From an optimization exercise on the open Yosys and OpenROAD flow, aimed at small area and a short achievable clock period; shortcuts taken in it are not production practice. In this exercise RTL edits were held to simulation tests only and were not proved equivalent to the original. No activity file was given, so power comes from the tool's default toggle rates.

==> 01-21: inputs <==
Design adder100_reg, start of the top module:
module adder100_reg (
    input  wire        clk,
    input  wire [99:0] a,
    input  wire [99:0] b,
    input  wire        cin,
    output reg  [99:0] cout,
    output reg  [99:0] sum
);
    reg  [99:0] a_q;
    reg  [99:0] b_q;
    reg         cin_q;
    wire [99:0] cout_w;
    wire [99:0] sum_w;
    top_module u_add (
        .a(a_q), .b(b_q), .cin(cin_q),
        .cout(cout_w), .sum(sum_w)
    );
    always @(posedge clk) begin
        a_q   <= a;
        b_q   <= b;
        cin_q <= cin;
        cout  <= cout_w;
        sum   <= sum_w;
    end
endmodule
Settings: LEC_CHECK=0, CAP_MARGIN=20, CORE_MARGIN=2, CORE_UTILIZATION=55, CTS_CLUSTER_DIAMETER=90, CTS_CLUSTER_SIZE=32, SLEW_MARGIN=20, SYNTH_HIERARCHICAL=1; clock period 40.0 ns.
standard.sh (not shown) runs the stock make flow with config.mk's settings and CLKGATE_MAP_FILE= SYNTH_SCRIPT=/design/flow/synth_recipe.tcl, a recipe that flattens the netlist after the stock synthesis.
==> flow/flow/run.sh <==
#!/bin/bash
# The standard layout (standard.sh) with these changes:
#  - Yosys's synth runs with -noabc, so the generic gates reach extract_fa as the RTL wrote
#    them and every full adder is found in its plain polarity (no inverters around it);
#  - half-adder cells are kept out of synthesis (the platform's don't-use list plus ha_*),
#    so extract_fa maps only full adders and abc maps the rest;
#  - port buffers are buf_1 cells (the smallest buffer) instead of the default pick.
# Each tool's output is in orfs/logs/; make's own output goes to run_standard.log.
set -euo pipefail
DONT_USE="sky130_fd_sc_hd__probe_p_8 sky130_fd_sc_hd__probec_p_8 sky130_fd_sc_hd__lpflow_bleeder_1 sky130_fd_sc_hd__lpflow_clkbufkapwr_1 sky130_fd_sc_hd__lpflow_clkbufkapwr_16 sky130_fd_sc_hd__lpflow_clkbufkapwr_2 sky130_fd_sc_hd__lpflow_clkbufkapwr_4 sky130_fd_sc_hd__lpflow_clkbufkapwr_8 sky130_fd_sc_hd__lpflow_clkinvkapwr_1 sky130_fd_sc_hd__lpflow_clkinvkapwr_16 sky130_fd_sc_hd__lpflow_clkinvkapwr_2 sky130_fd_sc_hd__lpflow_clkinvkapwr_4 sky130_fd_sc_hd__lpflow_clkinvkapwr_8 sky130_fd_sc_hd__lpflow_decapkapwr_12 sky130_fd_sc_hd__lpflow_decapkapwr_3 sky130_fd_sc_hd__lpflow_decapkapwr_4 sky130_fd_sc_hd__lpflow_decapkapwr_6 sky130_fd_sc_hd__lpflow_decapkapwr_8 sky130_fd_sc_hd__lpflow_inputiso0n_1 sky130_fd_sc_hd__lpflow_inputiso0p_1 sky130_fd_sc_hd__lpflow_inputiso1n_1 sky130_fd_sc_hd__lpflow_inputiso1p_1 sky130_fd_sc_hd__lpflow_inputisolatch_1 sky130_fd_sc_hd__lpflow_isobufsrc_1 sky130_fd_sc_hd__lpflow_isobufsrc_16 sky130_fd_sc_hd__lpflow_isobufsrc_2 sky130_fd_sc_hd__lpflow_isobufsrc_4 sky130_fd_sc_hd__lpflow_isobufsrc_8 sky130_fd_sc_hd__lpflow_isobufsrckapwr_16 sky130_fd_sc_hd__lpflow_lsbuf_lh_hl_isowell_tap_1 sky130_fd_sc_hd__lpflow_lsbuf_lh_hl_isowell_tap_2 sky130_fd_sc_hd__lpflow_lsbuf_lh_hl_isowell_tap_4 sky130_fd_sc_hd__lpflow_lsbuf_lh_isowell_4 sky130_fd_sc_hd__lpflow_lsbuf_lh_isowell_tap_1 sky130_fd_sc_hd__lpflow_lsbuf_lh_isowell_tap_2 sky130_fd_sc_hd__lpflow_lsbuf_lh_isowell_tap_4 sky130_fd_sc_hd__ha_1 sky130_fd_sc_hd__ha_2 sky130_fd_sc_hd__ha_4"
bash standard.sh SYNTH_ARGS=-noabc DONT_USE_CELLS="$DONT_USE" BUFFER_PORTS_ARGS="-buffer_cell sky130_fd_sc_hd__buf_1" finish > run_standard.log 2>&1
==> 02-18: changes against 01-21 <==
--- a/flow/design.v
+++ b/flow/design.v
@@ -71,15 +71,13 @@
     assign sum[16] = a[16] ^ b[16] ^ c[15];
     assign c[16] = (a[16] & b[16]) | ((a[16] ^ b[16]) & c[15]);
     assign sum[17] = a[17] ^ b[17] ^ c[16];
     assign c[17] = (a[17] & b[17]) | ((a[17] ^ b[17]) & c[16]);
     assign sum[18] = a[18] ^ b[18] ^ c[17];
     assign c[18] = (a[18] & b[18]) | ((a[18] ^ b[18]) & c[17]);
-    wire hp19;
-    xor_gate u_hp19 (.x(a[19]), .y(b[19]), .z(hp19));
-    xor_gate u_s19 (.x(hp19), .y(c[18]), .z(sum[19]));
+    assign sum[19] = a[19] ^ b[19] ^ c[18];
     wire g1, p1, nbc2;
     block_gp12 u_gp1 (.a(a[19:8]), .b(b[19:8]), .g(g1), .p(p1));
     skip_aoi u_skip1 (.g(g1), .p(p1), .ci(bc[1]), .co_n(nbc2));
     assign bc[2] = ~nbc2;
     assign c[19] = bc[2];
     assign sum[20] = a[20] ^ b[20] ^ bc[2];
@@ -99,15 +97,13 @@
     assign sum[27] = a[27] ^ b[27] ^ c[26];
     assign c[27] = (a[27] & b[27]) | ((a[27] ^ b[27]) & c[26]);
     assign sum[28] = a[28] ^ b[28] ^ c[27];
     assign c[28] = (a[28] & b[28]) | ((a[28] ^ b[28]) & c[27]);
     assign sum[29] = a[29] ^ b[29] ^ c[28];
     assign c[29] = (a[29] & b[29]) | ((a[29] ^ b[29]) & c[28]);
-    wire hp30;
-    xor_gate u_hp30 (.x(a[30]), .y(b[30]), .z(hp30));
-    xor_gate u_s30 (.x(hp30), .y(c[29]), .z(sum[30]));
+    assign sum[30] = a[30] ^ b[30] ^ c[29];
     wire g_n2, p_n2;
     block_gp11_n u_gp2 (.a(a[30:20]), .b(b[30:20]), .g_n(g_n2), .p_n(p_n2));
     skip_oai u_skip2 (.g_n(g_n2), .p_n(p_n2), .ci_n(nbc2), .co(bc[3]));
     assign c[30] = bc[3];
     assign sum[31] = a[31] ^ b[31] ^ bc[3];
     assign c[31] = (a[31] & b[31]) | ((a[31] ^ b[31]) & bc[3]);
@@ -126,15 +122,13 @@
     assign sum[38] = a[38] ^ b[38] ^ c[37];
     assign c[38] = (a[38] & b[38]) | ((a[38] ^ b[38]) & c[37]);
     assign sum[39] = a[39] ^ b[39] ^ c[38];
     assign c[39] = (a[39] & b[39]) | ((a[39] ^ b[39]) & c[38]);
     assign sum[40] = a[40] ^ b[40] ^ c[39];
     assign c[40] = (a[40] & b[40]) | ((a[40] ^ b[40]) & c[39]);
-    wire hp41;
-    xor_gate u_hp41 (.x(a[41]), .y(b[41]), .z(hp41));
-    xor_gate u_s41 (.x(hp41), .y(c[40]), .z(sum[41]));
+    assign sum[41] = a[41] ^ b[41] ^ c[40];
     wire g3, p3, nbc4;
     block_gp11 u_gp3 (.a(a[41:31]), .b(b[41:31]), .g(g3), .p(p3));
     skip_aoi u_skip3 (.g(g3), .p(p3), .ci(bc[3]), .co_n(nbc4));
     assign bc[4] = ~nbc4;
     assign c[41] = bc[4];
     assign sum[42] = a[42] ^ b[42] ^ bc[4];
@@ -152,15 +146,13 @@
     assign sum[48] = a[48] ^ b[48] ^ c[47];
     assign c[48] = (a[48] & b[48]) | ((a[48] ^ b[48]) & c[47]);
     assign sum[49] = a[49] ^ b[49] ^ c[48];
     assign c[49] = (a[49] & b[49]) | ((a[49] ^ b[49]) & c[48]);
     assign sum[50] = a[50] ^ b[50] ^ c[49];
     assign c[50] = (a[50] & b[50]) | ((a[50] ^ b[50]) & c[49]);
-    wire hp51;
-    xor_gate u_hp51 (.x(a[51]), .y(b[51]), .z(hp51));
-    xor_gate u_s51 (.x(hp51), .y(c[50]), .z(sum[51]));
+    assign sum[51] = a[51] ^ b[51] ^ c[50];
     wire g_n4, p_n4;
     block_gp10_n u_gp4 (.a(a[51:42]), .b(b[51:42]), .g_n(g_n4), .p_n(p_n4));
     skip_oai u_skip4 (.g_n(g_n4), .p_n(p_n4), .ci_n(nbc4), .co(bc[5]));
     assign c[51] = bc[5];
     assign sum[52] = a[52] ^ b[52] ^ bc[5];
     assign c[52] = (a[52] & b[52]) | ((a[52] ^ b[52]) & bc[5]);
@@ -177,15 +169,13 @@
     assign sum[58] = a[58] ^ b[58] ^ c[57];
     assign c[58] = (a[58] & b[58]) | ((a[58] ^ b[58]) & c[57]);
     assign sum[59] = a[59] ^ b[59] ^ c[58];
     assign c[59] = (a[59] & b[59]) | ((a[59] ^ b[59]) & c[58]);
     assign sum[60] = a[60] ^ b[60] ^ c[59];
     assign c[60] = (a[60] & b[60]) | ((a[60] ^ b[60]) & c[59]);
-    wire hp61;
-    xor_gate u_hp61 (.x(a[61]), .y(b[61]), .z(hp61));
-    xor_gate u_s61 (.x(hp61), .y(c[60]), .z(sum[61]));
+    assign sum[61] = a[61] ^ b[61] ^ c[60];
     wire g5, p5, nbc6;
     block_gp10 u_gp5 (.a(a[61:52]), .b(b[61:52]), .g(g5), .p(p5));
     skip_aoi u_skip5 (.g(g5), .p(p5), .ci(bc[5]), .co_n(nbc6));
     assign bc[6] = ~nbc6;
     assign c[61] = bc[6];
     assign sum[62] = a[62] ^ b[62] ^ bc[6];
@@ -201,15 +191,13 @@
     assign sum[67] = a[67] ^ b[67] ^ c[66];
     assign c[67] = (a[67] & b[67]) | ((a[67] ^ b[67]) & c[66]);
     assign sum[68] = a[68] ^ b[68] ^ c[67];
     assign c[68] = (a[68] & b[68]) | ((a[68] ^ b[68]) & c[67]);
     assign sum[69] = a[69] ^ b[69] ^ c[68];
     assign c[69] = (a[69] & b[69]) | ((a[69] ^ b[69]) & c[68]);
-    wire hp70;
-    xor_gate u_hp70 (.x(a[70]), .y(b[70]), .z(hp70));
-    xor_gate u_s70 (.x(hp70), .y(c[69]), .z(sum[70]));
+    assign sum[70] = a[70] ^ b[70] ^ c[69];
     wire g_n6, p_n6;
     block_gp9_n u_gp6 (.a(a[70:62]), .b(b[70:62]), .g_n(g_n6), .p_n(p_n6));
     skip_oai u_skip6 (.g_n(g_n6), .p_n(p_n6), .ci_n(nbc6), .co(bc[7]));
     assign c[70] = bc[7];
     assign sum[71] = a[71] ^ b[71] ^ bc[7];
     assign c[71] = (a[71] & b[71]) | ((a[71] ^ b[71]) & bc[7]);
@@ -224,15 +212,13 @@
     assign sum[76] = a[76] ^ b[76] ^ c[75];
     assign c[76] = (a[76] & b[76]) | ((a[76] ^ b[76]) & c[75]);
     assign sum[77] = a[77] ^ b[77] ^ c[76];
     assign c[77] = (a[77] & b[77]) | ((a[77] ^ b[77]) & c[76]);
     assign sum[78] = a[78] ^ b[78] ^ c[77];
     assign c[78] = (a[78] & b[78]) | ((a[78] ^ b[78]) & c[77]);
-    wire hp79;
-    xor_gate u_hp79 (.x(a[79]), .y(b[79]), .z(hp79));
-    xor_gate u_s79 (.x(hp79), .y(c[78]), .z(sum[79]));
+    assign sum[79] = a[79] ^ b[79] ^ c[78];
     wire g7, p7, nbc8;
     block_gp9 u_gp7 (.a(a[79:71]), .b(b[79:71]), .g(g7), .p(p7));
     skip_aoi u_skip7 (.g(g7), .p(p7), .ci(bc[7]), .co_n(nbc8));
     assign bc[8] = ~nbc8;
     assign c[79] = bc[8];
     assign sum[80] = a[80] ^ b[80] ^ bc[8];
@@ -248,26 +234,22 @@
     assign sum[85] = a[85] ^ b[85] ^ c[84];
     assign c[85] = (a[85] & b[85]) | ((a[85] ^ b[85]) & c[84]);
     assign sum[86] = a[86] ^ b[86] ^ c[85];
     assign c[86] = (a[86] & b[86]) | ((a[86] ^ b[86]) & c[85]);
     assign sum[87] = a[87] ^ b[87] ^ c[86];
     assign c[87] = (a[87] & b[87]) | ((a[87] ^ b[87]) & c[86]);
-    wire hp88;
-    xor_gate u_hp88 (.x(a[88]), .y(b[88]), .z(hp88));
-    xor_gate u_s88 (.x(hp88), .y(c[87]), .z(sum[88]));
+    assign sum[88] = a[88] ^ b[88] ^ c[87];
     wire g_n8, p_n8;
     block_gp9_n u_gp8 (.a(a[88:80]), .b(b[88:80]), .g_n(g_n8), .p_n(p_n8));
     skip_oai u_skip8 (.g_n(g_n8), .p_n(p_n8), .ci_n(nbc8), .co(bc[9]));
     assign c[88] = bc[9];
     assign sum[89] = a[89] ^ b[89] ^ bc[9];
     assign c[89] = (a[89] & b[89]) | ((a[89] ^ b[89]) & bc[9]);
     assign sum[90] = a[90] ^ b[90] ^ c[89];
     assign c[90] = (a[90] & b[90]) | ((a[90] ^ b[90]) & c[89]);
-    wire hp91;
-    xor_gate u_hp91 (.x(a[91]), .y(b[91]), .z(hp91));
-    xor_gate u_s91 (.x(hp91), .y(c[90]), .z(sum[91]));
+    assign sum[91] = a[91] ^ b[91] ^ c[90];
     wire g9, p9, nbc10;
     block_gp3 u_gp9 (.a(a[91:89]), .b(b[91:89]), .g(g9), .p(p9));
     skip_aoi u_skip9 (.g(g9), .p(p9), .ci(bc[9]), .co_n(nbc10));
     assign bc[10] = ~nbc10;
     assign c[91] = bc[10];
     assign sum[92] = a[92] ^ b[92] ^ bc[10];
@@ -288,15 +270,12 @@
     assign c[99] = (a[99] & b[99]) | ((a[99] ^ b[99]) & c[98]);
     assign cout = c;
 endmodule
 module skip_aoi(input g, p, ci, output co_n);
     assign co_n = ~(g | (p & ci));
 endmodule
-module xor_gate(input x, y, output z);
-    assign z = x ^ y;
-endmodule
 module skip_oai(input g_n, p_n, ci_n, output co);
     assign co = ~(g_n & (p_n | ci_n));
 endmodule
 module block_gp3(input [2:0] a, b, output g, p);
     wire [2:0] gg;   
     assign gg[0] = a[0] & b[0];
==> notes <==
- Of 02-18 and 01-21, 02-18 has the higher combinational power (gap about 0.6%, measured against 01-21).
- Against 01-21, the sequential share of layout area of 02-18 is lower by 0.28 points.
- Synthesized cell count: 02-18 is lower than 01-21 (1.3%).
- In clock power, 01-21 and 02-18 hardly differ.
- In 01-21 the utilization is lower than in 02-18, by 0.10 points.
- In 01-21 the synthesized area is lower than in 02-18, by 0.50%.
- Of 01-21 and 02-18, 01-21 has the higher first-iteration DRC count (gap 14%, measured against 02-18).
- Flip-flop and latch count is the same in 01-21 and 02-18.
- In critical path depth, 02-18 and 01-21 do not differ.
- Power is about the same in 01-21 and 02-18.
- Between 01-21 and 02-18, the lower global-route usage is in 01-21 (gap 0.25 points).
==> figures <==
Status: 01-21 timing/DRC/antenna clean; 02-18 timing/DRC/antenna clean
Part of the Yosys area used for sequential elements: 01-21 71.6%; 02-18 71.2%
Share of cell area taken by multi-input logic gates: 01-21 23.4%; 02-18 23.7%
Power density over the cells: 01-21 55.2 nW/um^2; 02-18 55.0 nW/um^2
Start point of the critical path: 01-21 cout[51]; 02-18 sum[52]
Post-Synthesis Cell Area: 01-21 11,200 sq um; 02-18 11,300 sq um
Adder and majority cell fraction of the synthesized area: 01-21 16.2%; 02-18 16.2%
Sw Pwr: 01-21 0.000188 W; 02-18 0.000187 W
Fill count: 01-21 1,531; 02-18 1,571
Layout-to-synthesis area ratio: 01-21 1.204x; 02-18 1.204x
Routed wire length on met2: 01-21 12.2 mm; 02-18 12.7 mm
Slack of the worst reg-to-reg path: 01-21 31,130 ps; 02-18 31,080 ps
Clock skew: 01-21 19.6 ps; 02-18 20.0 ps
Clk latency of the worst-skew pair: 01-21 510 ps; 02-18 500 ps
Int Power: 01-21 0.000558 W; 02-18 0.000559 W
Ratio of cells with drive above 1 in the final layout: 01-21 3.03%; 02-18 3.05%
Setup crit end: 01-21 cout[51]; 02-18 sum[52]
Starting density of the core: 01-21 55.8%; 02-18 55.9%
Critical path data arrival time: 01-21 1070 ps; 02-18 1050 ps
Clock network power: 01-21 0.000190 W; 02-18 0.000189 W
Synthesized-area fraction occupied by xor and xnor cells: 01-21 1.41%; 02-18 1.90%
Maximum operating frequency: 01-21 110 MHz; 02-18 111 MHz
Synthesized netlist net count: 01-21 996; 02-18 987

[what the ideal ports hide]
The flow's constraints put no driver on any port. The routed layouts listed below were extracted and timed again, unchanged, in two steps. Step 1 assumes that a clkbuf_16 drives the clock port and a buf_2 every other input. Step 2, shift: input delay + t, output delay - t, t = (earliest + latest rising clock arrival at the registers) / 2. This alone moves slack from input paths to output paths. a / b / c = no drivers / after step 1 / after step 2; a / b = the first two.
run	shift t [ns]	setup WS [ns]	worst setup path at the end	cell pins on the clock port's net
01-21	0.543	30.928 / 30.883 / 31.130	register to register	1
02-18	0.537	30.953 / 30.908 / 31.079	register to register	1
After both steps setup and hold are still met in every run listed.
